Source: an optimization exercise on an open RTL-to-GDS flow (aim: small area). Production flows keep margins and buffers that such runs may drop. In this exercise RTL edits were held to simulation tests only and were not proved equivalent to the original. Power figures rest on the tool's default switching activity, not on a simulated workload.

== job 1434 ==
## can_ctrl
module can_ctrl
(
  input        clk,
  input        rst,
  input  [7:0] wb_dat_i,
  output [7:0] wb_dat_o,
  input        wb_cyc_i,
  input        wb_stb_i,
  input        wb_we_i,
  input  [7:0] wb_adr_i,
  output       wb_ack_o,
  input        rx_i,
  output       tx_o,
  output       bus_off_on,
  output       irq_on,
  output       clkout_o,
  output       self_test_ctrl_o
);
clock: 10.0 ns
lec_check: 0
cap_margin: 20
core_margin: 2
core_utilization: 60
place_density: 0.7
slew_margin: 20
standard.sh (not shown) runs the stock make flow with config.mk's settings and CLKGATE_MAP_FILE= SYNTH_SCRIPT=/design/flow/synth_recipe.tcl, a recipe that flattens the netlist after the stock synthesis.
==> flow/flow/run.sh <==
#!/bin/bash
# Own layout flow: the standard ORFS flow (standard.sh, with its standard synthesis script
# synth_recipe.tcl) with two changes in how the layout is made:
#  - Yosys's ABC technology-mapping step uses an area-oriented script (flow/abc_map.script)
#    instead of ORFS's delay-oriented abc_speed.script; registers are mapped before ABC runs,
#    so the registers, their names and cell types are those of the standard synthesis;
#  - clock tree synthesis inserts no dummy loads and clusters more sinks per buffer.
# Each tool's full output goes to the ORFS logs under orfs/logs, and make's to make.log.
set -euo pipefail
W=$(pwd)
rm -rf "$W/scripts"
cp -r "$FLOW_HOME/scripts" "$W/scripts"
cp "$W/flow/abc_map.script" "$W/scripts/abc_speed.script"
export CTS_ARGS="-sink_clustering_enable -repair_clock_nets -dont_use_dummy_load -sink_clustering_size 20 -sink_clustering_max_diameter 90 -buf_list sky130_fd_sc_hd__clkbuf_16"
bash "$W/standard.sh" SCRIPTS_DIR="$W/scripts" finish > "$W/make.log" 2>&1
==> flow/flow/abc_map.script <==
strash
&get -n
&st
&deepsyn -T 60
&put
dch -f
amap
topo
Job 1434: no failed stages, no open violations at the end
### job 1434 -> job 9462
==> flow/flow/run.sh <==
#!/bin/bash
# Own layout flow: the standard ORFS flow (standard.sh, with its standard synthesis script
# synth_recipe.tcl) with these changes in how the layout is made:
#  - Yosys's ABC technology-mapping step uses an area-oriented script (flow/abc_map.script)
#    instead of ORFS's delay-oriented abc_speed.script, and adders are left to ABC as plain
#    logic (ADDER_MAP_FILE empty) instead of being mapped to half/full-adder cells. Registers
#    are mapped before ABC runs, so the registers, their names and cell types are those of the
#    standard synthesis;
#  - port buffers use the smallest buffer cell (buf_1);
#  - clock tree synthesis inserts no dummy loads and clusters more sinks per buffer.
# Each tool's full output goes to its ORFS log under orfs/logs; make's output goes to make.log.
set -euo pipefail
W=$(pwd)
rm -rf "$W/scripts"
cp -r "$FLOW_HOME/scripts" "$W/scripts"
cp "$W/flow/abc_map.script" "$W/scripts/abc_speed.script"
export BUFFER_PORTS_ARGS="-buffer_cell sky130_fd_sc_hd__buf_1"
export CTS_ARGS="-sink_clustering_enable -repair_clock_nets -dont_use_dummy_load -sink_clustering_size 20 -sink_clustering_max_diameter 90 -buf_list sky130_fd_sc_hd__clkbuf_16"
bash "$W/standard.sh" SCRIPTS_DIR="$W/scripts" ADDER_MAP_FILE= finish > "$W/make.log" 2>&1
==> flow/flow/abc_map.script <==
strash
&get -n
&st
&deepsyn -T 60
&dch -f
&nf -R 1000 -p -F 8 -A 4
&put
topo
## What came out
Job 9462 went all the way through the flow, and no timing, DRC or antenna check failed. Side by side, setup slack turned out higher in job 9462 than in job 1434. Compared with job 1434, job 9462 shows a lower number of diodes. Measured against each other, job 9462 and job 1434 differ in area enclosed by the die boundary, the higher figure coming from job 1434. Summary of job 9462 over job 1434: number of buffers created by CTS lost 1.2%; number of antenna violations at the first check in global routing lost 6. The lower buffering stage count on the worst path with inverters included came out of job 9462. Compared with job 1434, job 9462 shows final-stage net count lower by 667. Non-clock buffer count delta for job 9462 relative to job 1434: 25 higher. Job 9462 against job 1434: total power essentially unchanged, wire length after detailed routing fell about 3.4%, maximum level of the CTS H-tree level.
Here is what was changed in the inputs of job 7209 compared with job 9462.
-- flow/flow/run.sh --
<<< job 9462, line 18
export CTS_ARGS="-sink_clustering_enable -repair_clock_nets -dont_use_dummy_load -sink_clustering_size 20 -sink_clustering_max_diameter 90 -buf_list sky130_fd_sc_hd__clkbuf_16"
>>> job 7209, line 18
export CTS_ARGS="-sink_clustering_enable -repair_clock_nets -dont_use_dummy_load -sink_clustering_size 25 -sink_clustering_max_diameter 100 -buf_list sky130_fd_sc_hd__clkbuf_16"
==> comparison <==
- Total power of job 7209 is lower than that of job 9462.
- | hold slack | job 7209 vs job 9462 | ≈ equal |
- Final area on job 7209 is ahead of job 9462.
- Between job 7209 and job 9462, the detailed-route wire length figures differ only marginally.
- Diff job 9462..job 7209 | final hold violation count | unchanged
- Clock slew seen by the registers of the worst setup and hold paths: job 7209 vs job 9462 — no meaningful difference
- Compared with job 9462, job 7209 shows part of the power in registers higher by 1.8 points.
Setup changes, job 7209 to job 8910
Settings: swapping 20 for 10 in SLEW_MARGIN; putting GPL_TIMING_DRIVEN at 0 where nothing was set; swapping 20 for 10 in CAP_MARGIN.
==> flow/flow/run.sh <==
#!/bin/bash
# Own layout flow: the standard ORFS flow (standard.sh, with its standard synthesis script
# synth_recipe.tcl) with two changes in how the layout is made:
#  - Yosys's ABC technology-mapping step uses an area-oriented script (flow/abc_map.script)
#    instead of ORFS's delay-oriented abc_speed.script; registers are mapped before ABC runs,
#    so the registers, their names and cell types are those of the standard synthesis;
#  - clock tree synthesis inserts no dummy loads and clusters more sinks per buffer.
# Each tool's full output goes to the ORFS logs under orfs/logs, and make's to make.log.
set -euo pipefail
W=$(pwd)
rm -rf "$W/scripts"
cp -r "$FLOW_HOME/scripts" "$W/scripts"
cp "$W/flow/abc_map.script" "$W/scripts/abc_speed.script"
export CTS_ARGS="-sink_clustering_enable -repair_clock_nets -dont_use_dummy_load -sink_clustering_size 18 -sink_clustering_max_diameter 80 -buf_list sky130_fd_sc_hd__clkbuf_16"
bash "$W/standard.sh" SCRIPTS_DIR="$W/scripts" finish > "$W/make.log" 2>&1
==> flow/flow/abc_map.script <==
strash
&get -n
&st
&deepsyn -T 60
&put
dch -f
amap
topo
==> run notes <==
Job 8910: done, clean on timing, DRC and antenna. From job 7209 to job 8910 the numbers moved as follows: utilization higher; cell area higher; maximum number of pins on one net before global-route repair lower; tap cell count higher; clock network fraction of design power higher. Between job 8910 and job 7209, the footprint of the flip-flops and latches does not differ in any meaningful way. Job 8910 vs job 7209 — maximum frequency dropped 31%. Run comparison: job 8910 critical path launch point wb_adr_i[3]; job 7209 critical path launch point wb_adr_i[2]. Combinational cell fraction of total power: lower on job 8910. Looking at cell count after synthesis, job 8910 sits 557 above job 7209.

## port drivers added, routing unchanged
Ports are ideal in the flow. The routed layouts listed here were re-timed in OpenROAD.
Step 1 assumes that a clkbuf_16 drives the clock port and a buf_2 every other input.
Step 2 times the ports against the registers' clock, not the clock port: input delays grow and output delays shrink by t, the midpoint of the rising clock arrivals with the driver on.
Slacks: ideal / step 1 / step 2; pairs: ideal / step 1.
run	t (ns)	setup slack, ns	worst setup path at the end	latest minus earliest clock arrival (ns)	worst register clock-pin slew, ns
job 1434	0.750	2.672 / 2.576 / 1.826	input to register	0.065 / 0.065	0.09 / 0.09
job 9462	0.737	3.625 / 3.620 / 2.883	input to register	0.045 / 0.046	0.10 / 0.10
job 7209	0.730	3.479 / 3.480 / 2.750	input to register	0.060 / 0.061	0.10 / 0.10
job 8910	0.748	0.488 / 0.383 / -0.364	input to register	0.059 / 0.059	0.09 / 0.09
With both steps, setup timing fails in job 8910, where it was met with ideal ports. The setup slack of job 8910, which loses most, moves by -0.105 ns with the drivers and by -0.852 ns with both steps.
